Source: an optimization exercise on an open RTL-to-GDS flow (aim: small area, a short achievable clock period and few clock cycles). Production flows keep margins and buffers that such runs may drop.
Function was checked by simulation only, so behaviour that the tests miss may differ from the original.
Power figures rest on the tool's default switching activity, not on a simulated workload.

==> run X <==
==> flow/design.v <==
module interpolation (
    input           clk,
    input           RST,
    input           START,
    input   [5:0]   H0,
    input   [5:0]   V0,
    input   [3:0]   SW,
    input   [3:0]   SH,
    output          REN,
    input   [7:0]   R_DATA,
    output  [11:0]  ADDR,
    output  [7:0]   O_DATA,
    output          O_VALID
);
assign REN = 1'b0;
reg [5:0] h0;
reg [3:0] sw, sh;            
reg [5:0] rrow;              
reg [3:0] ryf;               
reg [3:0] rc;                
reg       rsub;              
reg [11:0] addr;
reg        a_vld, a_bot;     
reg [3:0]  a_yr;
reg        r_vld, r_bot;     
reg [3:0]  r_yr;
reg [7:0] T, B;
reg [3:0] c_yr;
reg       cfull;
reg [7:0] N;
reg       nv;
reg [1:0] cnt;               
reg        active, loaded;
reg [4:0]  oj, oi;
reg [3:0]  xr;
reg [7:0]  vl, vu;
reg [7:0]  odata;
reg        ovalid;
assign ADDR = addr;
assign O_DATA = odata;
assign O_VALID = ovalid;
function [7:0] lerp;
    input [7:0] a, b;
    input [3:0] r;
    reg [8:0]  d;
    reg [11:0] p;
    begin
        d = {1'b0, b} - {1'b0, a};
        p = {{3{d[8]}}, d} * {8'd0, r};
        lerp = a + p[11:4];
    end
endfunction
wire [7:0] vcol = lerp(T, B, c_yr);
wire       row_end = (oj == 5'd16);
wire [4:0] xsum = {1'b0, xr} + {1'b0, sw};
wire       pop_next = row_end | ((xr == 4'd0) ? (sw != 4'd0) : (xsum[4] & (xsum[3:0] != 4'd0)));
wire       avail = nv | cfull;
wire       produce = active & loaded;
wire       want = active & (loaded ? (pop_next & ~(row_end & (oi == 5'd16))) : 1'b1);
wire       take = want & avail;
wire [7:0] src = nv ? N : vcol;
wire       issue = rsub | (cnt != 2'd2) | take;
wire       col_done = rsub | (ryf == 4'd0);
wire [4:0] ysum = {1'b0, ryf} + {1'b0, sh};
wire [7:0] lerp_a = (xr == 4'd0) ? vu : vl;
always @(posedge clk) begin
    addr <= {rrow + {5'd0, rsub}, h0 + {2'd0, rc}};
    a_yr <= ryf;
    a_bot <= rsub;
    r_yr <= a_yr;
    r_bot <= a_bot;
    odata <= lerp(lerp_a, vu, xr);
    if (START) begin
        h0 <= H0;
        sw <= SW - 4'd1;
        sh <= SH - 4'd1;
        rrow <= V0;
        ryf <= 4'd0;
        rc <= 4'd0;
        rsub <= 1'b0;
        a_vld <= 1'b0;
        r_vld <= 1'b0;
        cfull <= 1'b0;
        nv <= 1'b0;
        cnt <= 2'd0;
        active <= 1'b1;
        loaded <= 1'b0;
        oj <= 5'd0;
        oi <= 5'd0;
        xr <= 4'd0;
        ovalid <= 1'b0;
    end else begin
        a_vld <= issue;
        r_vld <= a_vld;
        if (issue) begin
            if (col_done) begin
                rsub <= 1'b0;
                if (rc == sw) begin
                    rc <= 4'd0;
                    ryf <= ysum[3:0];
                    rrow <= rrow + {5'd0, ysum[4]};
                end else begin
                    rc <= rc + 4'd1;
                end
            end else begin
                rsub <= 1'b1;
            end
        end
        cnt <= cnt + {1'b0, issue & ~rsub} - {1'b0, take};
        if (r_vld & ~r_bot)
            T <= R_DATA;
        if (r_vld & (r_bot | (r_yr == 4'd0))) begin
            B <= R_DATA;
            c_yr <= r_yr;
        end
        if (take) begin
            if (nv) begin
                N <= vcol;
                nv <= cfull;
                cfull <= 1'b0;
            end else begin
                cfull <= 1'b0;
            end
        end else if (cfull & ~nv) begin
            N <= vcol;
            nv <= 1'b1;
            cfull <= 1'b0;
        end
        if (r_vld & (r_bot | (r_yr == 4'd0)))
            cfull <= 1'b1;
        ovalid <= produce;
        if (take) begin
            vl <= vu;
            vu <= src;
        end
        if (produce) begin
            if (row_end) begin
                oj <= 5'd0;
                xr <= 4'd0;
                oi <= oi + 5'd1;
                if (oi == 5'd16)
                    active <= 1'b0;
            end else begin
                oj <= oj + 5'd1;
                xr <= xsum[3:0];
            end
            loaded <= ~pop_next | take;
        end else if (take) begin
            loaded <= 1'b1;
        end
        if (RST)
            active <= 1'b0;
    end
end
endmodule
==> flow/run.sh <==
#!/bin/bash
# synth_recipe.tcl (not shown) runs the flow's synth.tcl, then flattens the netlist and writes it again
# the make line also repeats each setting of config.mk as NAME=value (left out here)
make -C /OpenROAD-flow-scripts/flow DESIGN_CONFIG=/design/flow/config.mk WORK_HOME=/design/flow/orfs CLKGATE_MAP_FILE= SYNTH_SCRIPT=/design/flow/synth_recipe.tcl finish
==> flow/config.mk <==
export PLATFORM = sky130hd
export DESIGN_NAME = interpolation
export DESIGN_NICKNAME = interpolation
export VERILOG_FILES = /design/flow/design.v
export SDC_FILE = /design/flow/constraint.sdc
export NUM_CORES = 4
export LEC_CHECK = 0
export CAP_MARGIN = 20
export CORE_MARGIN = 2
export CORE_UTILIZATION = 40
export SLEW_MARGIN = 20
==> flow/constraint.sdc <==
create_clock -name core_clock -period 32.0 [get_ports {clk}]
set_input_delay 6.4000 -clock core_clock [delete_from_list [all_inputs] [get_ports {clk}]]
set_output_delay 6.4000 -clock core_clock [all_outputs]
set_load 0.01 [all_outputs]
==> run H (differences from run X) <==
==> flow/design.v (replaced) <==
module interpolation (
    input           clk,
    input           RST,
    input           START,
    input   [5:0]   H0,
    input   [5:0]   V0,
    input   [3:0]   SW,
    input   [3:0]   SH,
    output          REN,
    input   [7:0]   R_DATA,
    output  [11:0]  ADDR,
    output  [7:0]   O_DATA,
    output          O_VALID
);
assign REN = 1'b0;
reg [5:0] h0;
reg [3:0] sw, sh;            
reg [5:0] rrow;              
reg [3:0] ryf;               
reg [3:0] rc;                
reg       rsub;              
reg [11:0] addr;
reg        a_vld, a_bot;     
reg [3:0]  a_yr;
reg        r_top, r_last;    
reg [7:0] T, B;
reg [3:0] c_yr;
reg       cfull;
reg [7:0] N;
reg       nv;
reg [1:0] cnt;               
reg        active, loaded;
reg [4:0]  oj, oi;            
reg [3:0]  xq;                
reg [7:0]  vl, vu;
reg [7:0]  odata;
reg        ovalid;
assign ADDR = addr;
assign O_DATA = odata;
assign O_VALID = ovalid;
function [7:0] lerp;
    input [7:0] a, b;
    input [3:0] r;
    reg [11:0] x0, x1, x2, x3, x4, s1, c1, s2, c2, s;
    begin
        x0 = {4'd0, a};
        x1 = {4'd0, r[0] ? b : a};
        x2 = {3'd0, r[1] ? b : a, 1'b0};
        x3 = {2'd0, r[2] ? b : a, 2'b0};
        x4 = {1'd0, r[3] ? b : a, 3'b0};
        s1 = x0 ^ x1 ^ x2;
        c1 = ((x0 & x1) | (x0 & x2) | (x1 & x2)) << 1;
        s2 = s1 ^ c1 ^ x3;
        c2 = ((s1 & c1) | (s1 & x3) | (c1 & x3)) << 1;
        s = s2 + c2 + x4;
        lerp = s[11:4];
    end
endfunction
wire [7:0] vcol = lerp(T, B, c_yr);
wire       row_end = (oj == 5'b11000);
wire [4:0] xdif = {1'b0, xq} - {1'b0, sw};
wire       pop_next = row_end | xdif[4];
wire       avail = nv | cfull;
wire       produce = active & loaded;
wire       want = active & (~loaded | (pop_next & ~(row_end & (oi == 5'b11000))));
wire       take = want & avail;
wire [7:0] src = nv ? N : vcol;
wire       issue = rsub | (cnt != 2'd2) | take;
wire       col_done = rsub | (ryf == 4'd0);
wire [4:0] ysum = {1'b0, ryf} + {1'b0, sh};
always @(posedge clk) begin
    addr <= {rrow + {5'd0, rsub}, h0 + {2'd0, rc}};
    a_yr <= ryf;
    a_bot <= rsub;
    odata <= lerp(vu, vl, xq);
    if (r_top)
        T <= R_DATA;
    if (r_last)
        B <= R_DATA;
    if (a_vld & a_bot)
        c_yr <= a_yr;
    if (take) begin
        vl <= vu;
        vu <= src;
    end
    if (nv ? take : ~take)
        N <= vcol;
    if (START) begin
        h0 <= H0;
        sw <= SW - 4'd1;
        sh <= SH - 4'd1;
    end
end
always @(posedge clk) begin
    if (START) begin
        rrow <= V0;
        ryf <= 4'd0;
        rc <= 4'd0;
        rsub <= 1'b0;
        a_vld <= 1'b0;
        r_top <= 1'b0;
        r_last <= 1'b0;
        cfull <= 1'b0;
        nv <= 1'b0;
        cnt <= 2'd0;
        active <= 1'b1;
        loaded <= 1'b0;
        oj <= 5'd1;
        oi <= 5'd1;
        xq <= 4'd0;
        ovalid <= 1'b0;
    end else begin
        a_vld <= issue;
        r_top <= a_vld & ~a_bot;
        r_last <= a_vld & (a_bot | (a_yr == 4'd0));
        if (issue) begin
            if (col_done) begin
                rsub <= 1'b0;
                if (rc == sw) begin
                    rc <= 4'd0;
                    ryf <= ysum[3:0];
                    rrow <= rrow + {5'd0, ysum[4]};
                end else begin
                    rc <= rc + 4'd1;
                end
            end else begin
                rsub <= 1'b1;
            end
        end
        cnt <= cnt + {1'b0, issue & ~rsub} - {1'b0, take};
        if (take)
            nv <= nv & cfull;
        else if (cfull)
            nv <= 1'b1;
        cfull <= r_last | (cfull & nv & ~take);
        ovalid <= produce;
        if (produce) begin
            if (row_end) begin
                oj <= 5'd1;
                xq <= 4'd0;
                oi <= {oi[3:0], oi[4] ^ oi[2]};
                if (oi == 5'b11000)
                    active <= 1'b0;
            end else begin
                oj <= {oj[3:0], oj[4] ^ oj[2]};
                xq <= xdif[3:0];
            end
            loaded <= ~pop_next | take;
        end else if (take) begin
            loaded <= 1'b1;
        end
        if (RST)
            active <= 1'b0;
    end
end
endmodule
==> flow/flow/run.sh (new file) <==
#!/bin/bash
# Standard ORFS flow with buf_2 port buffers and a clock tree of clkbuf_8
# cells. The make output goes to flow_make.log here; ORFS logs each tool
# under orfs/logs/.
set -euo pipefail
export BUFFER_PORTS_ARGS="-buffer_cell sky130_fd_sc_hd__buf_2"
export CTS_ARGS="-sink_clustering_enable -repair_clock_nets -buf_list sky130_fd_sc_hd__clkbuf_8"
bash standard.sh > flow_make.log 2>&1
==> flow/standard.sh (new file) <==
#!/bin/bash
# synth_recipe.tcl (not shown) runs the flow's synth.tcl, then flattens the netlist and writes it again
# the make line also repeats each setting of config.mk as NAME=value (left out here)
make -C /OpenROAD-flow-scripts/flow DESIGN_CONFIG=/design/flow/config.mk WORK_HOME=/design/flow/orfs CLKGATE_MAP_FILE= SYNTH_SCRIPT=/design/flow/synth_recipe.tcl "${@:-finish}"
Settings changed: CORE_UTILIZATION 40 to 60, SLEW_MARGIN 20 to 60.
removed: flow/run.sh
==> run F (differences from run X) <==
==> flow/design.v (replaced) <==
module interpolation (
    input           clk,
    input           RST,
    input           START,
    input   [5:0]   H0,
    input   [5:0]   V0,
    input   [3:0]   SW,
    input   [3:0]   SH,
    output          REN,
    input   [7:0]   R_DATA,
    output  [11:0]  ADDR,
    output  [7:0]   O_DATA,
    output          O_VALID
);
assign REN = 1'b0;
reg [5:0] h0;
reg [3:0] sw, sh;            
reg [5:0] rrow;              
reg [3:0] ryf;               
reg [3:0] rc;                
reg       rsub;              
reg [11:0] addr;
reg        a_vld, a_bot;     
reg [3:0]  a_yr;
reg        r_top, r_last;    
reg [7:0] T, B;
reg [3:0] c_yr;
reg       cfull;
reg [7:0] N;
reg       nv;
reg [1:0] cnt;               
reg        active, loaded;
reg [4:0]  oj, oi;            
reg [3:0]  xq;                
reg [7:0]  vl, vu;
reg [7:0]  odata;
reg        ovalid;
assign ADDR = addr;
assign O_DATA = odata;
assign O_VALID = ovalid;
function [7:0] lerp;
    input [7:0] a, b;
    input [3:0] r;
    reg [11:0] x0, x1, x2, x3, x4, s1, c1, s2, c2, s;
    begin
        x0 = {4'd0, a};
        x1 = {4'd0, r[0] ? b : a};
        x2 = {3'd0, r[1] ? b : a, 1'b0};
        x3 = {2'd0, r[2] ? b : a, 2'b0};
        x4 = {1'd0, r[3] ? b : a, 3'b0};
        s1 = x0 ^ x1 ^ x2;
        c1 = ((x0 & x1) | (x0 & x2) | (x1 & x2)) << 1;
        s2 = s1 ^ c1 ^ x3;
        c2 = ((s1 & c1) | (s1 & x3) | (c1 & x3)) << 1;
        s = s2 + c2 + x4;
        lerp = s[11:4];
    end
endfunction
wire [7:0] vcol = lerp(T, B, c_yr);
wire       row_end = (oj == 5'b11000);
wire [4:0] xdif = {1'b0, xq} - {1'b0, sw};
wire       pop_next = row_end | xdif[4];
wire       avail = nv | cfull;
wire       produce = active & loaded;
wire       want = active & (~loaded | (pop_next & ~(row_end & (oi == 5'b11000))));
wire       take = want & avail;
wire [7:0] src = nv ? N : vcol;
wire       issue = rsub | (cnt != 2'd2) | take;
wire       col_done = rsub | (ryf == 4'd0);
wire [4:0] ysum = {1'b0, ryf} + {1'b0, sh};
always @(posedge clk) begin
    addr <= {rrow + {5'd0, rsub}, h0 + {2'd0, rc}};
    a_yr <= ryf;
    a_bot <= rsub;
    odata <= lerp(vu, vl, xq);
    if (r_top)
        T <= R_DATA;
    if (r_last)
        B <= R_DATA;
    if (a_vld & a_bot)
        c_yr <= a_yr;
    if (take) begin
        vl <= vu;
        vu <= src;
    end
    if (nv ? take : ~take)
        N <= vcol;
    if (START) begin
        h0 <= H0;
        sw <= SW - 4'd1;
        sh <= SH - 4'd1;
    end
end
always @(posedge clk) begin
    if (START) begin
        rrow <= V0;
        ryf <= 4'd0;
        rc <= 4'd0;
        rsub <= 1'b0;
        a_vld <= 1'b0;
        r_top <= 1'b0;
        r_last <= 1'b0;
        cfull <= 1'b0;
        nv <= 1'b0;
        cnt <= 2'd0;
        active <= 1'b1;
        loaded <= 1'b0;
        oj <= 5'd1;
        oi <= 5'd1;
        xq <= 4'd0;
        ovalid <= 1'b0;
    end else begin
        a_vld <= issue;
        r_top <= a_vld & ~a_bot;
        r_last <= a_vld & (a_bot | (a_yr == 4'd0));
        if (issue) begin
            if (col_done) begin
                rsub <= 1'b0;
                if (rc == sw) begin
                    rc <= 4'd0;
                    ryf <= ysum[3:0];
                    rrow <= rrow + {5'd0, ysum[4]};
                end else begin
                    rc <= rc + 4'd1;
                end
            end else begin
                rsub <= 1'b1;
            end
        end
        cnt <= cnt + {1'b0, issue & ~rsub} - {1'b0, take};
        if (take)
            nv <= nv & cfull;
        else if (cfull)
            nv <= 1'b1;
        cfull <= r_last | (cfull & nv & ~take);
        ovalid <= produce;
        if (produce) begin
            if (row_end) begin
                oj <= 5'd1;
                xq <= 4'd0;
                oi <= {oi[3:0], oi[4] ^ oi[2]};
                if (oi == 5'b11000)
                    active <= 1'b0;
            end else begin
                oj <= {oj[3:0], oj[4] ^ oj[2]};
                xq <= xdif[3:0];
            end
            loaded <= ~pop_next | take;
        end else if (take) begin
            loaded <= 1'b1;
        end
        if (RST)
            active <= 1'b0;
    end
end
endmodule
==> flow/flow/run.sh (new file) <==
#!/bin/bash
# Standard ORFS flow with buf_2 port buffers and a clock tree of clkbuf_8
# cells. The make output goes to flow_make.log here; ORFS logs each tool
# under orfs/logs/.
set -euo pipefail
export BUFFER_PORTS_ARGS="-buffer_cell sky130_fd_sc_hd__buf_2"
export CTS_ARGS="-sink_clustering_enable -repair_clock_nets -buf_list sky130_fd_sc_hd__clkbuf_16 -sink_clustering_size 30 -sink_clustering_max_diameter 150"
bash standard.sh > flow_make.log 2>&1
==> flow/standard.sh (new file) <==
#!/bin/bash
# synth_recipe.tcl (not shown) runs the flow's synth.tcl, then flattens the netlist and writes it again
# the make line also repeats each setting of config.mk as NAME=value (left out here)
make -C /OpenROAD-flow-scripts/flow DESIGN_CONFIG=/design/flow/config.mk WORK_HOME=/design/flow/orfs CLKGATE_MAP_FILE= SYNTH_SCRIPT=/design/flow/synth_recipe.tcl "${@:-finish}"
Settings changed: SLEW_MARGIN 20 to 60.
removed: flow/run.sh
==> comparison table <==
	run X	run H	run F
Outcome	timing/DRC/antenna clean	timing/DRC/antenna clean	timing/DRC/antenna clean
Setup ws final	24.22 ns	24.75 ns	24.76 ns
Number of tap cells inserted	275	143	225
Share of power burned in the clock network	0.256	0.164	0.219
Non-clock buffer total of the final layout	54	52	52
Non-clock buffer share	0.0540	0.0349	0.0336
Met2 routed wirelength	6960 um	5440 um	5650 um
Average size of a mapped cell	10.1 um2	11.4 um2	11.4 um2
Static leakage	0.00430 uW	0.00323 uW	0.00331 uW
Count of inverters other than clock inverters in the layout	116	69	69
Clock-cell share	0.0567	0.0477	0.0699
Launch point of the worst path	START	addr[10]	addr[0]
Netlist area before placement	8440 um2	6960 um2	6960 um2
TritonCTS sink count	126	122	122
Reg2reg end	odata[7]	vu[7]	vu[7]
Global routing usage on met1	0.202	0.247	0.181
Area inside the core boundary	20900 um2	11400 um2	17200 um2
Destination of the worst hold path	r_yr[0]	a_bot	a_bot
Largest net degree at the start of global routing	57	54	54
First-iteration detailed-routing DRC count	240	237	192
Critical path data arrival time	7.80 ns	0.85 ns	0.84 ns
Worst-case setup slack after placement	23.76 ns	24.42 ns	24.41 ns
Delay contributed by the slowest stage of the critical path	0.73 ns	0.31 ns	0.31 ns
Worst Setup Start Kind	input pin	flip-flop	flip-flop
Via count of the first global-routing pass	5719	4507	4514
Share of synthesized area occupied by flip-flops and latches	0.375	0.443	0.443
Testbench counts of run X, summed over its fixed seeds: cycles 87,218.
Testbench counts of run H, summed over its fixed seeds: cycles 87,218.
Testbench counts of run F, summed over its fixed seeds: cycles 87,218.

-- what the ideal ports hide --
Ports are ideal in the flow. The routed layouts listed here were re-timed in OpenROAD. Step 1: set_driving_cell puts a clkbuf_16 on clk and a buf_2 on each other input, an assumption about the parent block. Step 2 times the ports against the registers' clock, not the clock port: input delays grow and output delays shrink by t, the midpoint of the rising clock arrivals with the driver on. a / b / c = ideal ports / drivers / drivers and shift; a / b = the first two.
run	t (ns)	setup slack, ns	worst setup path after step 2	worst register clock-pin slew, ns
run X	0.451	24.224 / 24.247 / 23.796	input to register	0.06 / 0.06
run H	0.467	24.745 / 24.708 / 24.567	input to register	0.07 / 0.07
run F	0.449	24.757 / 24.719 / 24.539	input to register	0.06 / 0.06
After both steps setup and hold are still met in every run listed. The setup slack of run X, which loses most, moves by +0.023 ns with the drivers and by -0.428 ns with both steps.
